Context: an optimization exercise on an open-source flow, tuned for small area and a short achievable clock period. The choices shown serve that exercise and are no tape-out recipe. At most, simulation tests tie the RTL to the original design; equivalence was not proved. The RTL of runs 1 and 2 was laid out without a check of its function. The clock port is modelled as an ideal driver; clocking choices that lean on that would not hold on a real chip. Power is estimated from default activity; no workload was simulated.

### flow/flow/run.sh
#!/bin/bash
# Layout flow: the standard ORFS flow, with port buffers of a plain buffer
# cell, a clock tree without dummy loads, and timing repair aimed at a larger
# setup margin with a restricted set of moves. Clock period and constraints
# are the standard flow's own.
set -euo pipefail
W=$(pwd)
bash standard.sh \
  "BUFFER_PORTS_ARGS=-buffer_cell sky130_fd_sc_hd__buf_2" \
  "CTS_ARGS=-sink_clustering_enable -repair_clock_nets -dont_use_dummy_load -buf_list {sky130_fd_sc_hd__clkbuf_8}" \
  "SETUP_SLACK_MARGIN=13.8" "SETUP_MOVE_SEQUENCE=sizeup,swap" \
  finish > "$W/flow_make.log" 2>&1
### flow/standard.sh
#!/bin/bash
# synth_recipe.tcl (not shown) runs the flow's synth.tcl, then flattens the netlist and writes it again
# the make line also repeats each setting of config.mk as NAME=value (left out here)
make -C /OpenROAD-flow-scripts/flow DESIGN_CONFIG=/design/flow/config.mk WORK_HOME=/design/flow/orfs CLKGATE_MAP_FILE= SYNTH_SCRIPT=/design/flow/synth_recipe.tcl "${@:-finish}"
### flow/config.mk
export PLATFORM = sky130hd
export DESIGN_NAME = top
export DESIGN_NICKNAME = top
export VERILOG_FILES = /design/flow/design.v
export SDC_FILE = /design/flow/constraint.sdc
export NUM_CORES = 4
export LEC_CHECK = 0
export CAP_MARGIN = 20
export CORE_MARGIN = 2
export CORE_UTILIZATION = 70
export CTS_BUF_LIST = sky130_fd_sc_hd__clkbuf_4 sky130_fd_sc_hd__clkbuf_8
export CTS_CLUSTER_DIAMETER = 60
export CTS_CLUSTER_SIZE = 30
export SLEW_MARGIN = 20
export SYNTH_HIERARCHICAL = 1
export SYNTH_MINIMUM_KEEP_SIZE = 0
### flow/constraint.sdc
create_clock -name core_clock -period 25.0 [get_ports {clk_i}]
set_input_delay 5.0000 -clock core_clock [delete_from_list [all_inputs] [get_ports {clk_i}]]
set_output_delay 5.0000 -clock core_clock [all_outputs]
set_load 0.01 [all_outputs]
### flow/design.v
module registor_block(
	input clk_i,
	input rstn_i,
	input acc_en_i,
	input wr_en_i,
	input [2:0] addr_i,
	input [15:0] wdata_i,
	output [15:0] rdata_o,
	output duty_valid,
	output [9:0] duty_cycle,
	output [1:0] frequency_selection,
	output trigger_on_hit,
	output target_valid,
	output [9:0] target_value,
	output clear,
	output SW_trigger,
	input [9:0] actual_counter_value,
	input [9:0] captured_value,
	input cap_valid,
	input tm_running
);
reg [15:0] CTRL0;
reg [15:0] PWM_MODE;
reg [15:0] CNT_TIMER_MODE0;
reg [15:0] CNT_TIMER_MODE1;
reg [3:0] valid;
wire wr = acc_en_i & wr_en_i;
wire we0 = wr & (addr_i == 3'd0);
wire we1 = wr & (addr_i == 3'd1);
wire we2 = wr & (addr_i == 3'd2);
wire we3 = wr & (addr_i == 3'd3);
always @(posedge clk_i or negedge rstn_i) begin
	if(!rstn_i)
		valid <= 4'd0;
	else
		valid <= valid | {we3, we2, we1, we0};
end
always @(posedge clk_i) begin
	if(we0) CTRL0 <= wdata_i;
	if(we1) PWM_MODE <= wdata_i;
	if(we2) CNT_TIMER_MODE0 <= wdata_i;
	if(we3) CNT_TIMER_MODE1 <= wdata_i;
end
assign duty_valid = valid[1];
assign duty_cycle = PWM_MODE[9:0];
assign frequency_selection = PWM_MODE[13:12] & {2{valid[1]}};
assign trigger_on_hit = valid[2] & (CNT_TIMER_MODE0[5:4] == 2'b01);
assign target_valid = valid[3];
assign target_value = CNT_TIMER_MODE1[9:0];
assign clear = wdata_i[0] & wr & (addr_i == 3'd5);
assign SW_trigger = wdata_i[4] & wr & (addr_i == 3'd5);
wire nrd = ~acc_en_i | wr_en_i;
wire s0 = (addr_i == 3'd0) & valid[0];
wire s1 = (addr_i == 3'd1) & valid[1];
wire s2 = (addr_i == 3'd2) & valid[2];
wire s3 = (addr_i == 3'd3) & valid[3];
wire s4 = (addr_i == 3'd4);
wire s6 = (addr_i == 3'd6);
wire s6c = s6 & cap_valid;
wire [15:0] ya, yb;
genvar i;
generate
	for (i = 0; i < 16; i = i + 1) begin : g_rd
		if (i < 10) begin : g6
			rd_aoi222 ua(.a0(CTRL0[i]), .s0(s0), .a1(PWM_MODE[i]), .s1(s1), .a2(CNT_TIMER_MODE0[i]), .s2(s2), .y(ya[i]));
			rd_aoi222 ub(.a0(CNT_TIMER_MODE1[i]), .s0(s3), .a1(actual_counter_value[i]), .s1(s4), .a2(captured_value[i]), .s2(s6c), .y(yb[i]));
		end else if (i == 12) begin : g5
			rd_aoi222 ua(.a0(CTRL0[i]), .s0(s0), .a1(PWM_MODE[i]), .s1(s1), .a2(CNT_TIMER_MODE0[i]), .s2(s2), .y(ya[i]));
			rd_aoi22 ub(.a0(CNT_TIMER_MODE1[i]), .s0(s3), .a1(tm_running), .s1(s6), .y(yb[i]));
		end else begin : g4
			rd_aoi22 ua(.a0(CTRL0[i]), .s0(s0), .a1(PWM_MODE[i]), .s1(s1), .y(ya[i]));
			rd_aoi22 ub(.a0(CNT_TIMER_MODE0[i]), .s0(s2), .a1(CNT_TIMER_MODE1[i]), .s1(s3), .y(yb[i]));
		end
	end
endgenerate
generate
	for (i = 0; i < 16; i = i + 1) begin : g_out
		rd_aoi21 uo(.a0(ya[i]), .a1(yb[i]), .b(nrd), .y(rdata_o[i]));
	end
endgenerate
endmodule
module rd_aoi222(input a0, input s0, input a1, input s1, input a2, input s2, output y);
assign y = ~((a0 & s0) | (a1 & s1) | (a2 & s2));
endmodule
module rd_aoi21(input a0, input a1, input b, output y);
assign y = ~((a0 & a1) | b);
endmodule
module rd_aoi22(input a0, input s0, input a1, input s1, output y);
assign y = ~((a0 & s0) | (a1 & s1));
endmodule
module PWM(
	input clk_i,
	input rstn_i,
	input acc_en_i,
	input [9:0] duty_cycle,
	input [1:0] frequency_selection,
	input duty_valid,
	input trigger_on_hit,
	input target_valid,
	input [9:0] target_value,
	input clear,
	input SW_trigger,
	output [9:0] actual_counter_value,
	output reg [9:0] captured_value,
	output reg cap_valid,
	output reg tm_running,
	output reg pwm_out
);
function [18:0] inc19(input [18:0] a, input cin);
	integer i; reg c;
	begin
		c = cin;
		for (i = 0; i < 19; i = i + 1) begin inc19[i] = a[i] ^ c; c = a[i] & c; end
	end
endfunction
function [13:0] inc14(input [13:0] a, input cin);
	integer i; reg c;
	begin
		c = cin;
		for (i = 0; i < 14; i = i + 1) begin inc14[i] = a[i] ^ c; c = a[i] & c; end
	end
endfunction
function [14:0] add15(input [14:0] a, input [14:0] b);
	integer i; reg c;
	begin
		c = 1'b0;
		for (i = 0; i < 15; i = i + 1) begin
			add15[i] = a[i] ^ b[i] ^ c;
			c = (a[i] & b[i]) | (a[i] & c) | (b[i] & c);
		end
	end
endfunction
function [12:0] add13(input [12:0] a, input [12:0] b);
	integer i; reg c;
	begin
		c = 1'b0;
		for (i = 0; i < 13; i = i + 1) begin
			add13[i] = a[i] ^ b[i] ^ c;
			c = (a[i] & b[i]) | (a[i] & c) | (b[i] & c);
		end
	end
endfunction
function lt14(input [13:0] a, input [13:0] b, input cin);
	integer i; reg c;
	begin
		c = cin;
		for (i = 0; i < 14; i = i + 1) c = (~a[i] & b[i]) | (~a[i] & c) | (b[i] & c);
		lt14 = c;
	end
endfunction
reg [9:0]  P_lo;
reg [8:0]  P_hi;
reg        Z;
reg [13:0] A;
reg [14:0] B;
wire [18:0] P = {P_hi, P_lo};
wire en = acc_en_i;
wire [18:0] p_inc = inc19(P, en);
wire [18:0] p_next = (Z & en) ? 19'd0 : p_inc;
wire ge400 = P >= 19'd399999;
wire ge200 = P >= 19'd199999;
wire ge125 = P >= 19'd124999;
wire ge100 = P >= 19'd99999;
wire ge = frequency_selection[1] ? (frequency_selection[0] ? ge100 : ge125)
                                 : (frequency_selection[0] ? ge200 : ge400);
wire wrap = ~Z & ge;
wire hit_tv = Z ? (target_value == 10'd0) : (p_inc == {9'd0, target_value});
wire hit = target_valid ? hit_tv : Z;
wire [12:0] dc5 = add13({1'b0, duty_cycle, 2'b0}, {3'b0, duty_cycle});
reg [13:0] T;
always @(*) begin
	case(frequency_selection)
		2'b00: T = {duty_cycle, 4'b0};
		2'b01: T = {1'b0, duty_cycle, 3'b0};
		2'b10: T = {1'b0, dc5};
		default: T = {2'b0, duty_cycle, 2'b0};
	endcase
end
wire bz = (B == 15'd0);
wire duty_on = duty_valid & (Z ? (duty_cycle != 10'd0) : lt14(A, T, bz));
wire go = en & ~Z & duty_on;
wire ld = en & Z;
wire b_carry = (B >= 15'd23977);
wire [14:0] b_step = go ? (b_carry ? 15'd8791 : 15'd1023) : 15'd0;
wire [14:0] b_sum = add15(B, b_step);
wire [13:0] a_sum = inc14(A, go & b_carry);
assign actual_counter_value = P_lo;
always @(posedge clk_i or negedge rstn_i) begin
	if(!rstn_i) begin
		P_lo <= 10'd0;
		Z <= 1'b1;
		pwm_out <= 1'b0;
		cap_valid <= 1'b0;
		tm_running <= 1'b0;
	end else begin
		P_lo <= p_next[9:0];
		if(en) begin
			Z <= wrap;
			pwm_out <= duty_on;
			if(clear)
				cap_valid <= 1'b0;
			else if(hit)
				cap_valid <= target_valid;
			if(SW_trigger || (trigger_on_hit && hit))
				tm_running <= 1'b1;
			else if(wrap)
				tm_running <= 1'b0;
		end
	end
end
always @(posedge clk_i) begin
	if(en & hit)
		captured_value <= target_value;
	P_hi <= p_next[18:10];
	A <= ld ? 14'd0 : a_sum;
	B <= ld ? (duty_on ? 15'd2046 : 15'd1023) : b_sum;
end
endmodule
module top(
	input clk_i,
	input rstn_i,
	input acc_en_i,
	input wr_en_i,
	input [2:0] addr_i,
	input [15:0] wdata_i,
	input input1_i,
	input input2_i,
	input input3_i,
	input input4_i,
	input input5_i,
	input input6_i,
	input input7_i,
	input input8_i,
	input input9_i,
	input input10_i,
	input input11_i,
	input input12_i,
	input input13_i,
	input input14_i,
	input input15_i,
	output [15:0] rdata_o,
	output output_o
);
	wire [9:0] duty_cycle_w;
	wire [1:0] frequency_selection_w;
	wire duty_valid_w;
	wire trigger_on_hit_w;
	wire target_valid_w;
	wire [9:0] target_value_w;
	wire clear_w;
	wire SW_trigger_w;
	wire [9:0] actual_counter_value_w;
	wire [9:0] captured_value_w;
	wire cap_valid_w;
	wire tm_running_w;
registor_block registor_block(
	.clk_i(clk_i),
	.rstn_i(rstn_i),
	.acc_en_i(acc_en_i),
	.wr_en_i(wr_en_i),
	.addr_i(addr_i),
	.wdata_i(wdata_i),
	.rdata_o(rdata_o),
	.duty_cycle(duty_cycle_w),
	.frequency_selection(frequency_selection_w),
	.duty_valid(duty_valid_w),
	.trigger_on_hit(trigger_on_hit_w),
	.target_valid(target_valid_w),
	.target_value(target_value_w),
	.clear(clear_w),
	.SW_trigger(SW_trigger_w),
	.actual_counter_value(actual_counter_value_w),
	.captured_value(captured_value_w),
	.cap_valid(cap_valid_w),
	.tm_running(tm_running_w)
);
PWM PWM(
	.clk_i(clk_i),
	.rstn_i(rstn_i),
	.acc_en_i(acc_en_i),
	.duty_cycle(duty_cycle_w),
	.frequency_selection(frequency_selection_w),
	.duty_valid(duty_valid_w),
	.trigger_on_hit(trigger_on_hit_w),
	.target_valid(target_valid_w),
	.target_value(target_value_w),
	.clear(clear_w),
	.SW_trigger(SW_trigger_w),
	.actual_counter_value(actual_counter_value_w),
	.captured_value(captured_value_w),
	.cap_valid(cap_valid_w),
	.tm_running(tm_running_w),
	.pwm_out(output_o)
);
endmodule
==> results of run 1 <==
## power by group
| group | switching, W | internal, W | leakage [nW] |
|---|---|---|---|
| clock | 0.0000661 | 0.0000597 | 0.122 |
| combinational | 0.0000557 | 0.0000545 | 1.57 |
| sequential | 0.0000216 | 0.000249 | 1.20 |
## layout by cell type (no fill, tap or decap), drive strengths merged, types with 16 or more instances in the layout
master / instances
edfxtp: 74
buf: 46
ha: 40
and2: 39
dfxtp: 38
a21oi: 26
a222oi: 21
inv: 21
nor2: 19
dfrtp: 17
clkbuf: 17
fa: 16
## layout make-up
| cell class | count | area share, % |
|---|---|---|
| Clock buffer | 17 | 3.20 |
| Inverter | 21 | 1.08 |
| Multi-Input combinational cell | 340 | 42.7 |
| Sequential cell | 130 | 47.0 |
| Tap cell | 133 | 2.28 |
| Timing Repair Buffer | 46 | 3.77 |
## critical path, stage by stage
cell,delay (ns)
sky130_fd_sc_hd__buf_12,0.12
sky130_fd_sc_hd__nor4_4,0.90
sky130_fd_sc_hd__a222oi_1,0.31
sky130_fd_sc_hd__a21oi_2,0.24
sky130_fd_sc_hd__buf_2,0.18
## logic make-up after synthesis
family	Yosys count	share of synthesized area, %
compound gates	113	14.3
flops	130	50.0
xor+xnor	14	1.79
fa+ha+maj	59	12.4
simple gates	143	12.7
buf+inv	63	5.47
mux	11	3.32
## cell usage after synthesis, drive strengths merged (3+ instances only)
library cell,instances
a21oi,26
a222oi,21
a22oi,15
a31o,4
a31oi,4
a32oi,3
and2,39
buf,36
clkbuf,6
dfrtp,17
dfxtp,38
edfxtp,74
fa,16
ha,40
inv,21
maj3,3
mux4,8
nand2,15
nand2b,15
nand3b,4
nand4,7
nor2,19
nor2b,5
nor3,5
nor3b,5
nor4,12
o211ai,5
o21a,3
o21ai,7
o21bai,3
o22ai,4
or4,3
xnor2,5
xor2,9
## what timing repair did
item / CTS / global route
pin swaps: 21 / 6
buffers inserted: 0 / 0
resized for setup: 10 / 0
setup endpoints to repair: 16 / 16
## metrics by stage
step | cells | total power [W]
final | 687 | 0.000507
after global routing | 687 | 0.000538
after CTS | 687 | 0.000511
after detailed placement | 670 | 0.000384
after global placement | 670 | 0.000379
after floorplan | 533 | 0.000360
## path summary, 6_finish.rpt
path	from	end	slack (ns)	cells after the start
min reg2reg	registor_block.valid[0]$_DFF_PN0_	registor_block.valid[0]$_DFF_PN0_	0.50	2
min	registor_block.valid[0]$_DFF_PN0_	registor_block.valid[0]$_DFF_PN0_	0.50	2
max reg2reg	registor_block.PWM_MODE[0]$_DFFE_PP_	PWM.B[14]$_SDFF_PP0_	14.54	35
max	addr_i[1]	rdata_o[3]	13.24	5
min in group asynchronous	rstn_i	registor_block.valid[0]$_DFF_PN0_	4.50	1
max in group asynchronous	rstn_i	PWM.Z$_DFFE_PN1P_	20.15	1
## Yosys stat by module, one instance, submodules excluded, excerpt
module	cells inside	area, um2	times used	flip-flops and latches
rd_aoi222	1	10.0	21	0
rd_aoi22	1	12.5	11	0
registor_block	118	2410	1	68
rd_aoi21	1	8.76	16	0
PWM	367	3960	1	62
## per-layer routing
metal  vias up  share of wire [%]  wire, um  global-route usage (%)
met2       173                 50      7070                    47.0
met4         0                2.9       411                    13.0
met5         -                  0         0                       0
met3        29                6.1       860                    8.27
li1       2062                  -         -                       -
met1      2187                 41      5680                    35.0
## state kept, by name, indices dropped and copies added (netlist names)
name	flops
registor_block.CNT_TIMER_MODE0	16
registor_block.CNT_TIMER_MODE1	16
registor_block.CTRL0	16
registor_block.PWM_MODE	16
PWM.B	15
PWM.A	14
PWM.P_lo	10
PWM.captured_value	10
PWM.P_hi	9
registor_block.valid	4
PWM.Z	1
PWM.cap_valid	1
PWM.pwm_out	1
PWM.tm_running	1
==> flow_summary_export.csv, run 1 <==
group,metric,value,unit
global_routing,grt_pass1_wl,22100,um
drt,detailroute.via_count,4451,
final_layout,final_layout_size_suffix_gt1_share,21.8,%
logic_synthesis,synth_top_area_share,32.4,%
worst_setup_path,critical_path_required,20.00,ns
logic_synthesis,ys_async_sr_fraction,13.8,%
logic_synthesis,number_of_synthesized_register_bits,130,
floorplan,io_pins,55,
floorplan,die_width,103,um
worst_setup_path,critPathKind,"in2out",
logic_synthesis,yosys.cell_types.count,76,
logic_synthesis,dominantRegCellSynth,"sky130_fd_sc_hd__edfxtp_1",
floorplan,die_height,103,um
drt,initialDrtViolationCount,264,
logic_synthesis,syn-num-nets,627,
final_layout,multi_input_area,3120,um2
logic_synthesis,syn_area,6860,um2
floorplan,floorplan.die_area,10600,um2
worst_setup_path,cp-start-kind,"input port",
clocking,cts_buffer_depth,2,
timing,whs,0.503,ns
clocking,cts_tree,"built",
place,io_buffer_count,39,
floorplan,placeableCoreArea,9640,um2
clocking,cts_buffers,17,
logic_synthesis,number_of_instances_in_the_synthesized_netlist,533,
final_layout,layout.core_utilization,75.8,%
timing,fmax,0.0850,GHz
power,p_leak,2.89,nW
clocking,clk_pin_slew,0.06,ns
logic_synthesis,netlist.top_cell.by_area,"sky130_fd_sc_hd__edfxtp_1",
global_routing,grt_start_max_net_pins,45,
clocking,h-tree-depth,4,
timing,fin_ws,13.24,ns
logic_synthesis,avgSynthCellArea,12.9,um2
logic_synthesis,synth_enable_flop_cells,74,
worst_setup_path,cp_max_fo,16,
global_routing,grt_pass1_vias,4413,
timing,finalWorstPathRequiredPeriod,11.76,ns
timing,worst-slew-pin-transition,1.13,ns
timing,setup_viol,0,
timing,finalMaxSlewViolations,0,
final_layout,final-seq-area,3430,um2
global_routing,track_usage,28.5,%
job,max_cap_viol_count,0,
logic_synthesis,ys_top_cells_by_area,"sky130_fd_sc_hd__edfxtp_1 32%, sky130_fd_sc_hd__dfxtp_1 11%, sky130_fd_sc_hd__ha_1 7.3%",
timing,final_hold_viol_count,0,
clocking,cts.hold.buffers_added,0,
logic_synthesis,ys_seq_area_share,50.0,%
place,detailed_place.area,7040,um2
place,dp.final_hpwl,9930,um
timing,unrepaired_setup_endpoints_after_global_routing,"yes",
timing,timing.clock.skew,0.0164,ns
final_layout,antennaDiodeCount,0,
worst_setup_path,timing.critical_path.to_type,"output port",
place,dpl_worst_slack,12.99,ns
final_layout,layout-area-overhead-vs-synth,6.42,%
clocking,clock_latency,0.43,ns
drt,antenna_violating_nets_post_route,0,
timing,finalCritPeriodShare,47.1,%
global_routing,global_route.overflow_total,0,
floorplan,initial_standard_cell_utilization_of_the_core,71.2,%
power,power.density_cell_area,69.4,nW/um2
timing,fin_setup_tns,0,ns
drt,drcViolationCount,0,
final_layout,finish.instance_area,7300,um2
timing,rel_slew_slack,24.7,%
power,vdd.ir_drop.worst,57.1,uV
global_routing,initial_antenna_violation_count,0,
clocking,clock-root-buffer,"sky130_fd_sc_hd__clkbuf_8",
final_layout,layout.filler_cells,662,
drt,drt_pre_antenna_iters,6,
floorplan,placement_rows,36,
place,place.gp.congestion,0.805,
run_status,run_status,"no timing/DRC/antenna violations",
drt,detail_route.vias_per_cell,6.48,
clocking,cts_sinks,130,
worst_setup_path,crit_arrival,6.76,ns
hold_path,hold_class,"reg2reg",
drt,detail_route.wl_per_cell,20.4,um
drt,drt_wl_total,14000,um
final_layout,finish.net_count,650,
logic_synthesis,yosysWarnings,8,
==> run 2, diff against run 1 <==
--- a/flow/design.v
+++ b/flow/design.v
@@ -50,12 +50,14 @@
 assign clear = wdata_i[0] & wr & (addr_i == 3'd5);
 assign SW_trigger = wdata_i[4] & wr & (addr_i == 3'd5);
 wire nrd = ~acc_en_i | wr_en_i;
-wire s0 = (addr_i == 3'd0) & valid[0];
-wire s1 = (addr_i == 3'd1) & valid[1];
-wire s2 = (addr_i == 3'd2) & valid[2];
-wire s3 = (addr_i == 3'd3) & valid[3];
-wire s4 = (addr_i == 3'd4);
-wire s6 = (addr_i == 3'd6);
+wire [2:0] na = ~addr_i;
+wire s0, s1, s2, s3, s4, s6;
+rd_and4 u_s0(.a(na[2]), .b(na[1]), .c(na[0]), .d(valid[0]), .y(s0));
+rd_and4 u_s1(.a(na[2]), .b(na[1]), .c(addr_i[0]), .d(valid[1]), .y(s1));
+rd_and4 u_s2(.a(na[2]), .b(addr_i[1]), .c(na[0]), .d(valid[2]), .y(s2));
+rd_and4 u_s3(.a(na[2]), .b(addr_i[1]), .c(addr_i[0]), .d(valid[3]), .y(s3));
+rd_and3 u_s4(.a(addr_i[2]), .b(na[1]), .c(na[0]), .y(s4));
+rd_and3 u_s6(.a(addr_i[2]), .b(addr_i[1]), .c(na[0]), .y(s6));
 wire s6c = s6 & cap_valid;
 wire [15:0] ya, yb;
 genvar i;
@@ -81,6 +83,12 @@
 endmodule
 module rd_aoi222(input a0, input s0, input a1, input s1, input a2, input s2, output y);
 assign y = ~((a0 & s0) | (a1 & s1) | (a2 & s2));
+endmodule
+module rd_and4(input a, input b, input c, input d, output y);
+assign y = a & b & c & d;
+endmodule
+module rd_and3(input a, input b, input c, output y);
+assign y = a & b & c;
 endmodule
 module rd_aoi21(input a0, input a1, input b, output y);
 assign y = ~((a0 & a1) | b);
==> run 2 against run 1 <==
First-iteration DRC count increased by 45%. Non-clock buffer count down 1. Area after synthesis shrank 0.13%. Synthesized cell count is 1.5% higher. Critical path type unchanged. Largest cell class unchanged. Largest power group unchanged.
==> flow_summary_export.csv, run 2 <==
group,metric,value,unit
drt,drcViolationCount,0,
hold_path,hold_class,"reg2reg",
floorplan,die_height,103,um
timing,setup_viol,0,
hold_path,min_delay_path_depth,2,
logic_synthesis,synth_enable_flop_cells,74,
floorplan,io_pins,55,
clocking,clk_pin_slew,0.06,ns
place,place.gp.congestion,0.849,
logic_synthesis,yosysWarnings,8,
timing,finalCritPeriodShare,45.3,%
global_routing,grt_pass1_wl,22300,um
floorplan,initial_standard_cell_utilization_of_the_core,71.1,%
logic_synthesis,number_of_instances_in_the_synthesized_netlist,541,
worst_setup_path,crit_path_cell_trace,"buf_12, inv_6, and3_4, and2_4, a222oi_1, a21oi_2, buf_2",
clocking,h-tree-depth,4,
timing,finalWorstPathRequiredPeriod,11.33,ns
clocking,cts_tree,"built",
timing,final_hold_viol_count,0,
final_layout,layout.filler_cells,660,
worst_setup_path,critPathKind,"in2out",
logic_synthesis,dominantRegCellSynth,"sky130_fd_sc_hd__edfxtp_1",
logic_synthesis,syn-num-nets,635,
timing,timing.clock.skew,0.0265,ns
logic_synthesis,synth_top_area_share,32.4,%
run_status,run_status,"no timing/DRC/antenna violations",
drt,detail_route.vias_per_cell,6.50,
final_layout,final_cells,697,
logic_synthesis,ys_top_cells_by_area,"sky130_fd_sc_hd__edfxtp_1 32%, sky130_fd_sc_hd__dfxtp_1 11%, sky130_fd_sc_hd__ha_1 7.3%",
place,io_buffer_count,39,
floorplan,floorplan.die_area,10600,um2
logic_synthesis,ys_async_sr_fraction,13.8,%
place,dp.final_hpwl,9810,um
worst_setup_path,slowest_stage,"sky130_fd_sc_hd__a222oi_1",
worst_setup_path,timing.critical_path.to_type,"output port",
timing,rel_slew_slack,43.9,%
worst_setup_path,crit_arrival,6.33,ns
clocking,postCtsSetupRepairBufs,0,
clocking,clock-root-buffer,"sky130_fd_sc_hd__clkbuf_8",
final_layout,most_common_cell_after_layout_fill_and_taps_aside,"sky130_fd_sc_hd__edfxtp_1",
drt,detailroute.via_count,4528,
logic_synthesis,netlist.top_cell.by_area,"sky130_fd_sc_hd__edfxtp_1",
timing,fmax,0.0882,GHz
floorplan,placeableCoreArea,9640,um2
timing,fin_setup_tns,0,ns
global_routing,initial_antenna_violation_count,0,
final_layout,finish.net_count,660,
final_layout,final_layout_size_suffix_gt1_share,21.6,%
power,vdd.ir_drop.worst,51.5,uV
clocking,cts_buffers,17,
floorplan,die_width,103,um
drt,detail_route.wl_per_cell,20.6,um
final_layout,antennaDiodeCount,0,
logic_synthesis,list_of_most_frequent_post_synthesis_cells,"74 x sky130_fd_sc_hd__edfxtp_1, 40 x sky130_fd_sc_hd__ha_1, 39 x sky130_fd_sc_hd__and2_1",
logic_synthesis,yosys.cell_types.count,71,
place,dpl_worst_slack,13.07,ns
drt,drt_wl_total,14400,um
clocking,cts.hold.buffers_added,0,
timing,worst-slew-pin-transition,0.841,ns
final_layout,layout-area-overhead-vs-synth,6.90,%
logic_synthesis,syn_area,6860,um2
job,max_cap_viol_count,0,
timing,finalMaxSlewViolations,0,
power,power.density_cell_area,68.0,nW/um2
global_routing,grt_pass1_vias,4406,
clocking,cts_buffer_depth,2,
drt,antenna_violating_nets_post_route,0,
timing,fin_ws,13.67,ns
logic_synthesis,number_of_synthesized_register_bits,130,
worst_setup_path,reg2regPathDepth,33,
drt,drt_pre_antenna_iters,8,
logic_synthesis,avgSynthCellArea,12.7,um2
global_routing,grt_start_max_net_pins,46,
global_routing,global_route.overflow_total,0,
logic_synthesis,ys_seq_area_share,50.1,%
worst_setup_path,timing.critical_path.slowest_cell_delay,0.55,ns
place,dpl.cell_count,680,
worst_setup_path,cp-start-kind,"input port",
clocking,cts_sinks,130,
final_layout,mostFrequentLayoutCells,"74 x sky130_fd_sc_hd__edfxtp_1, 40 x sky130_fd_sc_hd__ha_1, 38 x sky130_fd_sc_hd__dfxtp_1, 38 x sky130_fd_sc_hd__and2_1, 36 x sky130_fd_sc_hd__buf_2",
clocking,clock_latency,0.45,ns
worst_setup_path,cp_max_fo,10,
logic_synthesis,most_frequent_cell_after_synthesis,"sky130_fd_sc_hd__edfxtp_1",
drt,initialDrtViolationCount,383,
place,detailed_place.area,7000,um2
timing,unrepaired_setup_endpoints_after_global_routing,"yes",
final_layout,finish.instance_area,7330,um2
worst_setup_path,critical_path_required,20.00,ns
power,p_leak,2.96,nW
floorplan,placement_rows,36,
global_routing,track_usage,28.9,%
run 2: cell types whose count changed after synthesis, sizes merged, moves of 5 or more:
cell / delta
inv: +12
and3: +7
nor3: +6
and4: +5
run 2: layer usage:
metal	track usage (%)	vias up	part of all wire [%]
met2	49.1	171	51
met3	8.75	23	6.6
met1	35.1	2243	41
met4	10.7	0	1.9
li1	-	2091	-
met5	0	-	0
run 2: timing repair:
action | 4_1_cts | 5_1_grt
resized for setup | 26 | 7
setup endpoints to repair | 18 | 17
endpoints found under the hold margin | 0 | 0
pin swaps | 6 | 9
run 2: layout make-up:
cell class	instances	area (um2)	share of cell area (%)
tap	133	166	2.27
multi-input combinational	338	3090	42.1
clock buffer	17	234	3.19
timing repair buffer	45	272	3.70
sequential	130	3430	46.9
inverter	34	135	1.84
run 2: through the flow:
step / hold WS [ns] / utilization (%) / total power [W]
after floorplan: 0.424 / - / 0.000349
after global placement: 0.447 / 72.6 / 0.000367
after detailed placement: 0.465 / 72.6 / 0.000373
after CTS: 0.478 / 75.7 / 0.000500
after global routing: 0.546 / 76.0 / 0.000526
final: 0.495 / 76.0 / 0.000498
run 2: worst max-delay path, delay by kind of cell:
| family | cells | cell delay (ns) |
|---|---|---|
| AO/OA/AOI/OAI | 2 | 0.66 |
| AND/OR/NAND/NOR | 2 | 0.35 |
| buffers and inverters | 3 | 0.32 |
run 2: worst paths after layout:
kind / from / endpoint / slack, ns
hold reg to reg: registor_block.valid[2]$_DFF_PN0_ / registor_block.valid[2]$_DFF_PN0_ / 0.49
hold / removal: registor_block.valid[2]$_DFF_PN0_ / registor_block.valid[2]$_DFF_PN0_ / 0.49
setup / recovery: addr_i[0] / rdata_o[9] / 13.67
min in group asynchronous: rstn_i / PWM.P_lo[6]$_DFF_PN0_ / 4.50
max in group asynchronous: rstn_i / PWM.Z$_DFFE_PN1P_ / 20.15
setup reg to reg: registor_block.PWM_MODE[0]$_DFFE_PP_ / PWM.B[14]$_SDFF_PP0_ / 14.19
run 2: cells by family (layout without fill, tap and decap cells):
group | after synthesis | count (layout) | synth area share, %
flops | 130 | 130 | 50.1
mux | 13 | 13 | 3.71
fa+ha+maj | 56 | 56 | 12.0
compound gates | 110 | 110 | 13.9
buf+inv | 73 | 96 | 5.93
xor+xnor | 14 | 14 | 1.79
simple gates | 145 | 145 | 12.6
run 2: Yosys stat by module, one instance, submodules excluded, excerpt:
module,cells inside,flip-flops and latches
PWM,375,62
rd_and3,1,0
rd_and4,1,0
rd_aoi21,1,0
rd_aoi22,1,0
rd_aoi222,1,0
registor_block,112,68
run 2: report_power, final:
group	total [W]	switching, W	leakage [nW]	internal, W
registers	0.000269	0.0000214	1.19	0.000248
logic	0.000102	0.0000519	1.65	0.0000500
clock network	0.000127	0.0000674	0.122	0.0000595
total	0.000498	0.000141	2.96	0.000358
==> run 3, diff against run 2 <==
--- a/flow/design.v
+++ b/flow/design.v
@@ -5,7 +5,7 @@
 	input wr_en_i,
 	input [2:0] addr_i,
 	input [15:0] wdata_i,
-	output [15:0] rdata_o,
+	output reg [15:0] rdata_o,
 	output duty_valid,
 	output [9:0] duty_cycle,
 	output [1:0] frequency_selection,
@@ -49,15 +49,13 @@
 assign target_value = CNT_TIMER_MODE1[9:0];
 assign clear = wdata_i[0] & wr & (addr_i == 3'd5);
 assign SW_trigger = wdata_i[4] & wr & (addr_i == 3'd5);
-wire nrd = ~acc_en_i | wr_en_i;
-wire [2:0] na = ~addr_i;
-wire s0, s1, s2, s3, s4, s6;
-rd_and4 u_s0(.a(na[2]), .b(na[1]), .c(na[0]), .d(valid[0]), .y(s0));
-rd_and4 u_s1(.a(na[2]), .b(na[1]), .c(addr_i[0]), .d(valid[1]), .y(s1));
-rd_and4 u_s2(.a(na[2]), .b(addr_i[1]), .c(na[0]), .d(valid[2]), .y(s2));
-rd_and4 u_s3(.a(na[2]), .b(addr_i[1]), .c(addr_i[0]), .d(valid[3]), .y(s3));
-rd_and3 u_s4(.a(addr_i[2]), .b(na[1]), .c(na[0]), .y(s4));
-rd_and3 u_s6(.a(addr_i[2]), .b(addr_i[1]), .c(na[0]), .y(s6));
+wire rd = acc_en_i & ~wr_en_i;
+wire s0 = rd & (addr_i == 3'd0) & valid[0];
+wire s1 = rd & (addr_i == 3'd1) & valid[1];
+wire s2 = rd & (addr_i == 3'd2) & valid[2];
+wire s3 = rd & (addr_i == 3'd3) & valid[3];
+wire s4 = rd & (addr_i == 3'd4);
+wire s6 = rd & (addr_i == 3'd6);
 wire s6c = s6 & cap_valid;
 wire [15:0] ya, yb;
 genvar i;
@@ -75,23 +73,10 @@
 		end
 	end
 endgenerate
-generate
-	for (i = 0; i < 16; i = i + 1) begin : g_out
-		rd_aoi21 uo(.a0(ya[i]), .a1(yb[i]), .b(nrd), .y(rdata_o[i]));
-	end
-endgenerate
+always @(*) rdata_o = ~(ya & yb);
 endmodule
 module rd_aoi222(input a0, input s0, input a1, input s1, input a2, input s2, output y);
 assign y = ~((a0 & s0) | (a1 & s1) | (a2 & s2));
-endmodule
-module rd_and4(input a, input b, input c, input d, output y);
-assign y = a & b & c & d;
-endmodule
-module rd_and3(input a, input b, input c, output y);
-assign y = a & b & c;
-endmodule
-module rd_aoi21(input a0, input a1, input b, output y);
-assign y = ~((a0 & a1) | b);
 endmodule
 module rd_aoi22(input a0, input s0, input a1, input s1, output y);
 assign y = ~((a0 & s0) | (a1 & s1));
==> flow/flow/run.sh (replaced) <==
#!/bin/bash
# Layout flow: the standard ORFS flow, with port buffers of a plain buffer
# cell, a clock tree without dummy loads whose lightly loaded leaf buffers get
# a smaller cell (flow/post_cts.tcl), and timing repair aimed at a larger setup
# margin using only gate sizing and pin swaps. Clock period and constraints are
# the standard flow's own.
set -euo pipefail
W=$(pwd)
export POST_CTS_TCL="$W/flow/post_cts.tcl"
export SMALL_CLKBUF_MAX_SLEW=0.095
bash standard.sh \
  "BUFFER_PORTS_ARGS=-buffer_cell sky130_fd_sc_hd__buf_2" \
  "CTS_ARGS=-sink_clustering_enable -repair_clock_nets -dont_use_dummy_load -buf_list {sky130_fd_sc_hd__clkbuf_8}" \
  "SETUP_SLACK_MARGIN=13.8" "SETUP_MOVE_SEQUENCE=sizeup,swap" \
  finish > "$W/flow_make.log" 2>&1
==> flow/flow/post_cts.tcl (new file) <==
# After CTS: a leaf clock buffer gets a smaller clock buffer cell when the
# clock pins it drives keep a slew below SMALL_CLKBUF_MAX_SLEW (ns) with it.
# The smaller cell fits where the larger one was placed.
set max_slew 0.095
if {[info exists ::env(SMALL_CLKBUF_MAX_SLEW)]} { set max_slew $::env(SMALL_CLKBUF_MAX_SLEW) }
set_propagated_clock [all_clocks]
foreach inst [get_cells clkbuf_*] {
  if {[get_property $inst ref_name] != "sky130_fd_sc_hd__clkbuf_8"} { continue }
  set net [get_nets -of_objects [get_pins -of_objects $inst -filter "direction==output"]]
  set loads [get_pins -of_objects $net -filter "direction==input"]
  set leaf 1
  foreach p $loads {
    if {[string match "*clkbuf*" [get_full_name $p]]} { set leaf 0 }
  }
  if {!$leaf} { continue }
  replace_cell $inst sky130_fd_sc_hd__clkbuf_4
  estimate_parasitics -placement
  set ms 0
  foreach p $loads {
    set s [get_property $p slew_max]
    if {$s > $ms} { set ms $s }
  }
  if {$ms > $max_slew} {
    replace_cell $inst sky130_fd_sc_hd__clkbuf_8
  }
}
estimate_parasitics -placement
--- a/flow/config.mk
+++ b/flow/config.mk
@@ -7,7 +7,7 @@
 export LEC_CHECK = 0
 export CAP_MARGIN = 20
 export CORE_MARGIN = 2
-export CORE_UTILIZATION = 70
+export CORE_UTILIZATION = 85
 export CTS_BUF_LIST = sky130_fd_sc_hd__clkbuf_4 sky130_fd_sc_hd__clkbuf_8
 export CTS_CLUSTER_DIAMETER = 60
 export CTS_CLUSTER_SIZE = 30
==> run 3 against run 2 <==
Register-to-register slack better by 0.22 ns. First-iteration DRC count grew to 2.6 times the previous value. Largest cell class unchanged. Power grew 0.24%. Global-route usage grew 16 points. Non-clock buffer count down 3. Combinational power up 14%.
==> flow_summary_export.csv, run 3 <==
group,metric,value,unit
logic_synthesis,dominantRegCellSynth,"sky130_fd_sc_hd__edfxtp_1",
worst_setup_path,timing.critical_path.to_type,"output port",
floorplan,placeableCoreArea,7690,um2
final_layout,finish.net_count,641,
place,detailed_place.area,6780,um2
worst_setup_path,critical_path.reg2reg.startpoint,"registor_block.PWM_MODE[0]$_DFFE_PP_",
timing,final_hold_viol_count,0,
worst_setup_path,reg2regPathDepth,33,
power,power.density_cell_area,71.5,nW/um2
worst_setup_path,slowest_stage,"sky130_fd_sc_hd__nor4b_4",
logic_synthesis,number_of_synthesized_register_bits,130,
final_layout,layout-area-overhead-vs-synth,4.08,%
floorplan,initial_standard_cell_utilization_of_the_core,87.3,%
logic_synthesis,number_of_instances_in_the_synthesized_netlist,528,
final_layout,finish.instance_area,6980,um2
floorplan,floorplan.die_area,8620,um2
timing,setup_viol,0,
logic_synthesis,list_of_most_frequent_post_synthesis_cells,"74 x sky130_fd_sc_hd__edfxtp_1, 40 x sky130_fd_sc_hd__ha_1, 38 x sky130_fd_sc_hd__dfxtp_1",
timing,fmax,0.0830,GHz
final_layout,antennaDiodeCount,0,
worst_setup_path,reg2reg_slack,14.41,ns
hold_path,timing.hold.worst_endpoint,"registor_block.valid[2]$_DFF_PN0_",
logic_synthesis,netlist.top_cell.by_area,"sky130_fd_sc_hd__edfxtp_1",
floorplan,placement_rows,32,
drt,drt_wl_total,17800,um
hold_path,min_delay_path_depth,2,
logic_synthesis,syn_area,6710,um2
run_status,run_status,"no timing/DRC/antenna violations",
drt,drt_pre_antenna_iters,8,
drt,detail_route.vias_per_cell,7.64,
clocking,cts_sinks,130,
final_layout,final_layout_size_suffix_gt1_share,17.6,%
timing,worst-slew-pin-transition,1.24,ns
power,vdd.ir_drop.worst,52.1,uV
final_layout,layout.filler_cells,294,
logic_synthesis,ys_seq_area_share,51.2,%
logic_synthesis,ys_top_cells_by_area,"sky130_fd_sc_hd__edfxtp_1 33%, sky130_fd_sc_hd__dfxtp_1 11%, sky130_fd_sc_hd__ha_1 7.5%",
worst_setup_path,crit_path_cell_trace,"buf_12, nor2b_4, nor4b_4, a222oi_1, nand2_1, buf_2",
timing,whs,0.531,ns
place,place.gp.congestion,0.912,
logic_synthesis,synth_top_area_share,33.1,%
power,p_leak,2.93,nW
timing,rel_slew_slack,16.8,%
final_layout,multi_input_area,2900,um2
drt,antenna_violating_nets_post_route,0,
logic_synthesis,yosysWarnings,8,
clocking,clock_latency,0.42,ns
drt,detailroute.via_count,4942,
power,power.share.switching,31.0,%
floorplan,die_width,92.9,um
worst_setup_path,crit_arrival,7.04,ns
worst_setup_path,path_buf_inv,2,
final_layout,most_common_cell_after_layout_fill_and_taps_aside,"sky130_fd_sc_hd__edfxtp_1",
worst_setup_path,cp-start-kind,"input port",
timing,finalCritPeriodShare,48.2,%
final_layout,final-seq-area,3430,um2
logic_synthesis,avgSynthCellArea,12.7,um2
clocking,cts_tree,"built",
drt,drcViolationCount,0,
place,dp.final_hpwl,10900,um
floorplan,io_pins,55,
clocking,clk_pin_slew,0.09,ns
job,max_cap_viol_count,0,
logic_synthesis,syn-num-nets,622,
power,internal_power,0.000345,W
global_routing,grt_pass1_vias,5198,
global_routing,track_usage,44.8,%
power,power.share.sequential,54.1,%
hold_path,hold_class,"reg2reg",
worst_setup_path,critPathKind,"in2out",
power,power_switching,0.000155,W
worst_setup_path,timing.critical_path.slowest_cell_delay,1.02,ns
drt,initialDrtViolationCount,992,
timing,unrepaired_setup_endpoints_after_global_routing,"yes",
worst_setup_path,worst_path_dominant_cell_family,"simple AND/OR/NAND/NOR gates",
timing,finalWorstPathRequiredPeriod,12.04,ns
global_routing,initial_antenna_violation_count,0,
final_layout,mostFrequentLayoutCells,"74 x sky130_fd_sc_hd__edfxtp_1, 40 x sky130_fd_sc_hd__ha_1, 38 x sky130_fd_sc_hd__dfxtp_1",
logic_synthesis,ys_async_sr_fraction,13.8,%
timing,finalMaxSlewViolations,0,
power,combPwrFrac,23.3,%
timing,fin_setup_tns,0,ns
logic_synthesis,yosys.cell_types.count,73,
timing,timing.clock.skew,0.0302,ns
logic_synthesis,synth_enable_flop_cells,74,
worst_setup_path,cp_max_fo,16,
hold_path,hold_path.startpoint,"registor_block.valid[2]$_DFF_PN0_",
logic_synthesis,most_frequent_cell_after_synthesis,"sky130_fd_sc_hd__edfxtp_1",
worst_setup_path,critical_path_required,20.00,ns
floorplan,die_height,92.9,um
worst_setup_path,regToRegEndpoint,"PWM.B[14]$_SDFF_PP0_",
power,p_clk_share,22.6,%
place,io_buffer_count,39,
global_routing,grt_pass1_wl,28100,um
drt,detail_route.wl_per_cell,27.5,um
global_routing,grt_start_max_net_pins,45,
global_routing,global_route.overflow_total,0,
==> run 3: worst max path at each step <==
stage | start | to | slack [ns] | cells after the start
2_1_floorplan | addr_i[0] | rdata_o[0] | 13.80 | 5
3_3_place_gp | acc_en_i | rdata_o[7] | 13.03 | 6
3_5_place_dp | acc_en_i | rdata_o[7] | 13.09 | 6
5_1_grt | acc_en_i | rdata_o[2] | 13.02 | 6
6_report | acc_en_i | rdata_o[0] | 12.96 | 6
==> run 3: power by group through the flow <==
stage	logic (W)	registers [W]	clock network (W)
global placement	0.0000950	0.000271	0
detailed placement	0.000109	0.000273	0
global route	0.000129	0.000272	0.000120
floorplan	0.0000844	0.000266	0
finish	0.000116	0.000270	0.000113
==> run 3: logic make-up (layout without fill, tap and decap cells) <==
kind of cell               after synthesis  count (layout)  share of synthesized area [%]
and+or+nand+nor                        154             154                           13.3
DFF                                    130             130                           51.2
AOI/OAI and AO/OA                       91              91                           11.9
buffers and inverters                   71              88                           6.17
adders and majority gates               57              57                           12.4
xor gates and xnor gates                14              14                           1.83
muxes                                   11              11                           3.23
==> run 3: metrics by stage <==
stage	std cells	utilization [%]	total power, W	setup WS [ns]
2_1_floorplan	528	-	0.000350	13.80
3_3_place_gp	630	88.1	0.000366	13.03
3_5_place_dp	630	88.1	0.000381	13.09
5_1_grt	647	90.9	0.000521	13.02
6_report	647	90.9	0.000499	12.96
==> run 3: layout make-up <==
type / count / area share [%]
multi-input cells: 327 / 41.5
well taps: 102 / 1.83
flip-flops and latches: 130 / 49.2
inverters: 29 / 1.56
clock buffers: 17 / 2.45
repair buffers: 42 / 3.51
==> run 3: modules after synthesis, one instance, submodules excluded, a selection <==
module | times used | cell area, um2 | flip-flops and latches
rd_aoi222 | 21 | 10.0 | 0
PWM | 1 | 3850 | 62
registor_block | 1 | 2510 | 68
rd_aoi22 | 11 | 12.5 | 0
==> run 3: per-layer routing <==
layer / GRT usage (%) / wire length (um) / vias up
li1: - / - / 2003
met1: 51.4 / 5660 / 2309
met2: 75.4 / 8610 / 474
met3: 9.68 / 2020 / 156
met4: 30.1 / 1520 / 0
met5: 0 / 0 / -
==> run 3: worst reg2reg max path, delay by kind of cell (launching register included) <==
family	cells	cell delay, ns
adder cells (fa/ha/maj)	22	7.70
AO/OA/AOI/OAI	3	0.75
flip-flops	1	0.61
multiplexers	1	0.50
AND/OR/NAND/NOR	3	0.49
buffers and inverters	3	0.23
XOR/XNOR	1	0.21
==> run 4, diff against run 3 <==
--- a/flow/config.mk
+++ b/flow/config.mk
@@ -7,7 +7,7 @@
 export LEC_CHECK = 0
 export CAP_MARGIN = 20
 export CORE_MARGIN = 2
-export CORE_UTILIZATION = 85
+export CORE_UTILIZATION = 70
 export CTS_BUF_LIST = sky130_fd_sc_hd__clkbuf_4 sky130_fd_sc_hd__clkbuf_8
 export CTS_CLUSTER_DIAMETER = 60
 export CTS_CLUSTER_SIZE = 30
==> run 4 against run 3 <==
Non-clock buffer count is 2 higher. Global-route usage is 16 points lower. Routed wire length is 23% lower. Setup slack better by 0.46 ns. Clock skew is 0.0027 ns lower. First-iteration DRC count is 58% lower. Hold slack worse by 0.039 ns. Count of clock-buffer cells in the layout stayed put. Core utilization is 15 points lower. Area after synthesis stayed put. Cell area is 0.70% higher. Via count is 11% lower.
==> flow_summary_export.csv, run 4 <==
group,metric,value,unit
hold_path,min_delay_path_depth,2,
global_routing,grt.busiest_layer,"met2",
floorplan,die_width,102,um
clocking,clk_pin_slew,0.08,ns
timing,rel_slew_slack,43.6,%
run_status,run_status,"no timing/DRC/antenna violations",
final_layout,layout.core_utilization,75.8,%
place,dp.final_hpwl,9840,um
worst_setup_path,slowest_stage,"sky130_fd_sc_hd__nor4b_4",
timing,fin_setup_tns,0,ns
floorplan,die_height,102,um
global_routing,grt_pass1_vias,4431,
final_layout,mostFrequentLayoutCells,"74 x sky130_fd_sc_hd__edfxtp_1, 40 x sky130_fd_sc_hd__ha_1, 38 x sky130_fd_sc_hd__dfxtp_1",
power,power.density_cell_area,67.4,nW/um2
logic_synthesis,ys_top_cells_by_area,"sky130_fd_sc_hd__edfxtp_1 33%, sky130_fd_sc_hd__dfxtp_1 11%, sky130_fd_sc_hd__ha_1 7.5%",
timing,final_hold_viol_count,0,
worst_setup_path,worst_path_dominant_cell_family,"simple AND/OR/NAND/NOR gates",
floorplan,placement_rows,35,
global_routing,initial_antenna_violation_count,0,
drt,drt_pre_antenna_iters,7,
final_layout,final_layout_size_suffix_gt1_share,18.1,%
timing,timing.clock.skew,0.0275,ns
worst_setup_path,timing.critical_path.to_type,"output port",
timing,finalCritPeriodShare,46.3,%
power,power.share.switching,28.4,%
power,vdd.ir_drop.worst,52.3,uV
timing,finalMaxSlewViolations,0,
timing,setup_viol,0,
worst_setup_path,critical_path_required,20.00,ns
power,p_clk_share,21.6,%
logic_synthesis,number_of_instances_in_the_synthesized_netlist,528,
logic_synthesis,avgSynthCellArea,12.7,um2
power,combPwrFrac,21.8,%
worst_setup_path,crit_path_cell_trace,"buf_12, nor2b_4, nor4b_4, a222oi_1, nand2_1, buf_2",
worst_setup_path,timing.critical_path.slowest_cell_delay,0.72,ns
global_routing,track_usage,29.0,%
timing,unrepaired_setup_endpoints_after_global_routing,"yes",
drt,detail_route.vias_per_cell,6.49,
logic_synthesis,ys_seq_area_share,51.2,%
power,power_switching,0.000135,W
hold_path,hold_class,"reg2reg",
power,internal_power,0.000339,W
place,place.gp.congestion,0.902,
logic_synthesis,syn-num-nets,622,
global_routing,global_route.usage.met1,37.0,%
drt,drcViolationCount,0,
timing,finalWorstPathRequiredPeriod,11.58,ns
clocking,cts_tree,"built",
worst_setup_path,cp-start-kind,"input port",
logic_synthesis,ys_async_sr_fraction,13.8,%
worst_setup_path,reg2regPathDepth,33,
clocking,clock_latency,0.41,ns
drt,initialDrtViolationCount,420,
final_layout,antennaDiodeCount,0,
floorplan,placeableCoreArea,9280,um2
logic_synthesis,synth_enable_flop_cells,74,
logic_synthesis,synth_top_area_share,33.1,%
logic_synthesis,most_frequent_cell_after_synthesis,"sky130_fd_sc_hd__edfxtp_1",
logic_synthesis,number_of_synthesized_register_bits,130,
drt,antenna_violating_nets_post_route,0,
global_routing,global_route.overflow_total,0,
power,p_leak,2.93,nW
worst_setup_path,crit_arrival,6.58,ns
drt,drt_wl_total,13800,um
logic_synthesis,yosysWarnings,8,
global_routing,grt_pass1_wl,22300,um
timing,worst-slew-pin-transition,0.843,ns
job,max_cap_viol_count,0,
final_layout,finish.net_count,643,
logic_synthesis,yosys.cell_types.count,73,
power,power.share.sequential,56.6,%
global_routing,global_route.usage.met2,48.3,%
logic_synthesis,dominantRegCellSynth,"sky130_fd_sc_hd__edfxtp_1",
final_layout,layout-area-overhead-vs-synth,4.81,%
logic_synthesis,syn_area,6710,um2
floorplan,initial_standard_cell_utilization_of_the_core,72.3,%
global_routing,grt_start_max_net_pins,45,
floorplan,floorplan.die_area,10400,um2
logic_synthesis,netlist.top_cell.by_area,"sky130_fd_sc_hd__edfxtp_1",
timing,fmax,0.0863,GHz
worst_setup_path,number_of_cells_on_the_critical_path,6,
worst_setup_path,critPathKind,"in2out",
clocking,cts_sinks,130,
logic_synthesis,list_of_most_frequent_post_synthesis_cells,"74 x sky130_fd_sc_hd__edfxtp_1, 40 x sky130_fd_sc_hd__ha_1, 38 x sky130_fd_sc_hd__dfxtp_1",
global_routing,use_met3,7.59,%
floorplan,io_pins,55,
drt,detail_route.wl_per_cell,20.4,um
worst_setup_path,path_buf_inv,2,
final_layout,most_common_cell_after_layout_fill_and_taps_aside,"sky130_fd_sc_hd__edfxtp_1",
place,io_buffer_count,39,
drt,detailroute.via_count,4384,
worst_setup_path,cp_max_fo,15,
run 4: cell counts after synthesis:
No cell type changed its count.
run 4: cells by family (layout without fill, tap and decap cells):
family / count (synthesis) / after routing / share of synthesized area (%)
and+or+nand+nor: 154 / 154 / 13.3
DFF: 130 / 130 / 51.2
AOI/OAI and AO/OA: 91 / 91 / 11.9
buffers and inverters: 71 / 90 / 6.17
adders and majority gates: 57 / 57 / 12.4
xor gates and xnor gates: 14 / 14 / 1.83
muxes: 11 / 11 / 3.23
run 4: modules after synthesis (local to each module, per instance), a selection:
module | cell area (um2) | cells inside | copies in the design | flops+latches
PWM | 3850 | 357 | 1 | 62
rd_aoi22 | 12.5 | 1 | 11 | 0
rd_aoi222 | 10.0 | 1 | 21 | 0
registor_block | 2510 | 139 | 1 | 68
run 4: power groups by stage:
stage	Combinational (W)	Sequential (W)	Clock, W
after floorplan	0.0000844	0.000266	0
after global placement	0.0000964	0.000271	0
after detailed placement	0.000103	0.000273	0
after global routing	0.000120	0.000271	0.000113
final	0.000103	0.000268	0.000103
run 4: worst min-delay path: stages, from the launching register on:
cell and delay (ns):
sky130_fd_sc_hd__dfrtp_1 0.34, sky130_fd_sc_hd__inv_2 0.06, sky130_fd_sc_hd__o31ai_2 0.06
run 4: area by class of cell:
| class | count | area (um2) |
|---|---|---|
| clock buffers | 17 | 159 |
| flip-flops and latches | 130 | 3430 |
| inverters | 29 | 109 |
| fillers | 657 | 2250 |
| multi-input cells | 327 | 2900 |
| repair buffers | 44 | 273 |
| well taps | 129 | 161 |
run 4: routing by layer:
layer / vias up / part of all wire (%) / routed length, um
met5: - / 0 / 0
met4: 0 / 2.2 / 306
met3: 27 / 5.5 / 763
met2: 162 / 51 / 7030
met1: 2191 / 41 / 5670
li1: 2004 / - / -
run 4: path summary, 6_finish.rpt:
| path | start | endpoint | slack (ns) |
|---|---|---|---|
| worst min register to register | registor_block.valid[2]$_DFF_PN0_ | registor_block.valid[2]$_DFF_PN0_ | 0.49 |
| max in group asynchronous | rstn_i | PWM.Z$_DFFE_PN1P_ | 20.10 |
| min in group asynchronous | rstn_i | PWM.P_lo[5]$_DFF_PN0_ | 4.55 |
| worst max register to register | registor_block.PWM_MODE[0]$_DFFE_PP_ | PWM.B[14]$_SDFF_PP0_ | 14.71 |
| worst max-delay path | acc_en_i | rdata_o[4] | 13.42 |
| worst min-delay path | registor_block.valid[2]$_DFF_PN0_ | registor_block.valid[2]$_DFF_PN0_ | 0.49 |
run 4: through the flow:
| stage | power, W | instances | instance area [um2] | setup WS, ns | hold slack [ns] |
|---|---|---|---|---|---|
| after detailed placement | 0.000376 | 658 | 6820 | 12.95 | 0.472 |
| after global routing | 0.000505 | 676 | 7030 | 13.36 | 0.511 |
| after floorplan | 0.000350 | 528 | 6730 | 13.80 | 0.424 |
| after global placement | 0.000367 | 657 | 6810 | 12.98 | 0.445 |
| final | 0.000474 | 676 | 7030 | 13.42 | 0.491 |
==> run 5, diff against run 4 <==
==> flow/flow/run.sh (replaced) <==
#!/bin/bash
# Layout flow: the standard ORFS flow, with port buffers of the smallest buffer
# cell, a clock tree without dummy loads whose lightly loaded leaf buffers get
# a smaller cell (flow/post_cts.tcl), and timing repair aimed at a larger setup
# margin using only gate sizing and pin swaps. Clock period and constraints are
# the standard flow's own.
set -euo pipefail
W=$(pwd)
export POST_CTS_TCL="$W/flow/post_cts.tcl"
export SMALL_CLKBUF_MAX_SLEW=0.095
bash standard.sh \
  "BUFFER_PORTS_ARGS=-buffer_cell sky130_fd_sc_hd__buf_1" \
  "CTS_ARGS=-sink_clustering_enable -repair_clock_nets -dont_use_dummy_load -buf_list {sky130_fd_sc_hd__clkbuf_8}" \
  "SETUP_SLACK_MARGIN=13.8" "SETUP_MOVE_SEQUENCE=sizeup,swap" \
  finish > "$W/flow_make.log" 2>&1
==> run 5 against run 4 <==
Largest cell class unchanged. Flip-flop and latch count did not move. Die area did not move. Cell area fell by 0.53%. Setup slack got worse by 0.36 ns. Global-route usage fell by 1.2 points. Clock power barely moved. Still clean on timing, DRC and antenna. Power fell by 0.26%. Maximum frequency fell by 3.0%. Critical path depth did not move. Sequential power barely moved. Synthesized cell count did not move.
==> flow_summary_export.csv, run 5 <==
group,metric,value,unit
run_status,run_status,"no timing/DRC/antenna violations",
timing,timing.clock.skew,0.0293,ns
power,internal_power,0.000340,W
global_routing,grt_start_max_net_pins,45,
final_layout,layout.core_utilization,75.4,%
clocking,cts_tree,"built",
final_layout,antennaDiodeCount,0,
worst_setup_path,critical_path_required,20.00,ns
logic_synthesis,netlist.top_cell.by_area,"sky130_fd_sc_hd__edfxtp_1",
worst_setup_path,timing.critical_path.to_type,"output port",
logic_synthesis,number_of_synthesized_register_bits,130,
floorplan,io_pins,55,
logic_synthesis,list_of_most_frequent_post_synthesis_cells,"74 x sky130_fd_sc_hd__edfxtp_1, 40 x sky130_fd_sc_hd__ha_1, 38 x sky130_fd_sc_hd__dfxtp_1",
global_routing,track_usage,27.8,%
timing,unrepaired_setup_endpoints_after_global_routing,"yes",
final_layout,final_layout_size_suffix_gt1_share,13.2,%
hold_path,hold_class,"reg2reg",
timing,setup_viol,0,
power,power.share.switching,28.1,%
drt,drt_wl_total,13300,um
timing,worst-slew-pin-transition,1.12,ns
clocking,clk_pin_slew,0.07,ns
power,p_clk_share,22.0,%
floorplan,placeableCoreArea,9280,um2
final_layout,most_common_cell_after_layout_fill_and_taps_aside,"sky130_fd_sc_hd__edfxtp_1",
logic_synthesis,synth_enable_flop_cells,74,
floorplan,placement_rows,35,
logic_synthesis,avgSynthCellArea,12.7,um2
drt,antenna_violating_nets_post_route,0,
place,io_buffer_count,39,
logic_synthesis,syn-num-nets,622,
floorplan,die_height,102,um
drt,detail_route.vias_per_cell,6.44,
timing,fmax,0.0837,GHz
drt,detailroute.via_count,4352,
drt,initialDrtViolationCount,359,
timing,final_hold_viol_count,0,
timing,finalWorstPathRequiredPeriod,11.94,ns
logic_synthesis,synth_top_area_share,33.1,%
logic_synthesis,most_frequent_cell_after_synthesis,"sky130_fd_sc_hd__edfxtp_1",
logic_synthesis,syn_area,6710,um2
logic_synthesis,ys_seq_area_share,51.2,%
logic_synthesis,number_of_instances_in_the_synthesized_netlist,528,
power,power.share.sequential,56.6,%
power,combPwrFrac,21.4,%
drt,drt_pre_antenna_iters,7,
power,power_switching,0.000133,W
logic_synthesis,yosysWarnings,8,
worst_setup_path,crit_arrival,6.94,ns
final_layout,mostFrequentLayoutCells,"74 x sky130_fd_sc_hd__edfxtp_1, 40 x sky130_fd_sc_hd__ha_1, 38 x sky130_fd_sc_hd__dfxtp_1",
power,p_leak,2.85,nW
final_layout,finish.net_count,643,
timing,finalMaxSlewViolations,0,
place,place.gp.congestion,0.882,
logic_synthesis,ys_top_cells_by_area,"sky130_fd_sc_hd__edfxtp_1 33%, sky130_fd_sc_hd__dfxtp_1 11%, sky130_fd_sc_hd__ha_1 7.5%",
global_routing,grt.busiest_layer,"met2",
worst_setup_path,cp_max_fo,16,
final_layout,layout-area-overhead-vs-synth,4.25,%
timing,rel_slew_slack,25.3,%
worst_setup_path,cp-start-kind,"input port",
logic_synthesis,yosys.cell_types.count,73,
clocking,cts_sinks,130,
place,dp.final_hpwl,9370,um
global_routing,initial_antenna_violation_count,0,
power,power.density_cell_area,67.5,nW/um2
global_routing,grt_pass1_vias,4326,
final_layout,multi_input_area,2900,um2
drt,drcViolationCount,0,
global_routing,global_route.usage.met1,34.1,%
global_routing,use_met3,7.05,%
timing,finalCritPeriodShare,47.8,%
logic_synthesis,ys_async_sr_fraction,13.8,%
global_routing,global_route.overflow_total,0,
drt,detail_route.wl_per_cell,19.7,um
worst_setup_path,critPathKind,"in2out",
floorplan,die_width,102,um
floorplan,floorplan.die_area,10400,um2
floorplan,initial_standard_cell_utilization_of_the_core,72.3,%
global_routing,grt_pass1_wl,21400,um
final_layout,layout.filler_cells,642,
final_layout,final-seq-area,3430,um2
power,vdd.ir_drop.worst,47.4,uV
global_routing,global_route.usage.met2,47.5,%
clocking,clock_latency,0.41,ns
job,max_cap_viol_count,0,
timing,fin_setup_tns,0,ns
logic_synthesis,dominantRegCellSynth,"sky130_fd_sc_hd__edfxtp_1",
==> run 5: area by class of cell <==
class | instances | share of cell area (%)
sequential | 130 | 49.1
multi-input combinational | 327 | 41.4
timing repair buffer | 44 | 3.27
clock buffer | 17 | 2.36
tap | 129 | 2.31
inverter | 29 | 1.56
==> run 5: routing by layer <==
layer | part of all wire (%) | wire length, um | up-vias
li1 | - | - | 2010
met1 | 40 | 5320 | 2142
met2 | 51 | 6730 | 173
met3 | 6.7 | 890 | 27
met4 | 2.6 | 343 | 0
met5 | 0 | 0 | -
==> run 5: worst max-delay path, cell delays in order <==
cell                       delay, ns
sky130_fd_sc_hd__buf_2          0.17
sky130_fd_sc_hd__nand2b_4       0.18
sky130_fd_sc_hd__nor4b_4        0.96
sky130_fd_sc_hd__a222oi_1       0.30
sky130_fd_sc_hd__nand2_1        0.18
sky130_fd_sc_hd__buf_2          0.14
==> run 5: power groups by stage <==
stage / Sequential [W] / Combinational [W] / Clock (W)
2_1_floorplan: 0.000266 / 0.0000844 / 0
3_3_place_gp: 0.000271 / 0.0000957 / 0
3_5_place_dp: 0.000272 / 0.000100 / 0
5_1_grt: 0.000271 / 0.000116 / 0.000115
6_report: 0.000267 / 0.000101 / 0.000104
==> run 5: stage by stage <==
stage	power [W]	hold slack (ns)	setup WS [ns]	instance area, um2	std cells
after floorplan	0.000350	0.424	13.80	6730	528
after global placement	0.000367	0.445	12.94	6780	659
after detailed placement	0.000372	0.457	12.94	6780	659
after global routing	0.000502	0.502	13.01	7000	676
final	0.000473	0.482	13.06	7000	676
==> run 5: kinds of logic after synthesis <==
logic type / share of synthesized area, %
AND/OR/NAND/NOR: 13.3
flip-flops: 51.2
AO/OA/AOI/OAI: 11.9
buffers and inverters: 6.17
adder cells (fa/ha/maj): 12.4
XOR/XNOR: 1.83
multiplexers: 3.23
==> run 5: final timing paths <==
check,startpoint,to,slack [ns],depth (start not counted)
worst max-delay path,addr_i[0],rdata_o[7],13.06,6
worst min-delay path,registor_block.valid[2]$_DFF_PN0_,registor_block.valid[2]$_DFF_PN0_,0.48,2
worst max register to register,registor_block.PWM_MODE[0]$_DFFE_PP_,PWM.B[14]$_SDFF_PP0_,14.80,33
worst min register to register,registor_block.valid[2]$_DFF_PN0_,registor_block.valid[2]$_DFF_PN0_,0.48,2
max in group asynchronous,rstn_i,PWM.Z$_DFFE_PN1P_,20.05,1
min in group asynchronous,rstn_i,PWM.tm_running$_DFFE_PN0P_,4.56,1
==> run 5: modules after synthesis (local to each module, per instance), a selection <==
module / times used / cells
rd_aoi222: 21 / 1
PWM: 1 / 357
rd_aoi22: 11 / 1
registor_block: 1 / 139

[port drivers added, routing unchanged]
The results above use ideal ports. As a check the final layouts listed here were re-extracted and re-timed, cells and wires unchanged.
Step 1 (the two cells are an assumption about what drives the block):
set clk [get_ports {clk_i}]
set_driving_cell -lib_cell sky130_fd_sc_hd__clkbuf_16 $clk
set_driving_cell -lib_cell sky130_fd_sc_hd__buf_2 [delete_from_list [all_inputs] $clk]
Step 2 also shifts input and output timing later by t, the mid clock arrival at the registers, as if the neighbouring blocks saw the same clock.
a / b / c = ideal ports / drivers / drivers and shift; a / b = the first two.
| run | shift t [ns] | setup slack, ns | pins driven straight from the clock port |
|---|---|---|---|
| run 1 | 0.459 | 13.236 / 13.188 / 13.188 | 1 |
| run 2 | 0.476 | 13.667 / 13.571 / 13.531 | 1 |
| run 3 | 0.442 | 12.956 / 12.883 / 12.883 | 1 |
| run 4 | 0.433 | 13.416 / 13.353 / 13.353 | 1 |
| run 5 | 0.429 | 13.058 / 13.008 / 13.008 | 1 |
After both steps setup and hold are still met in every run listed. The setup slack of run 2, which loses most, moves by -0.096 ns with the drivers and by -0.136 ns with both steps.
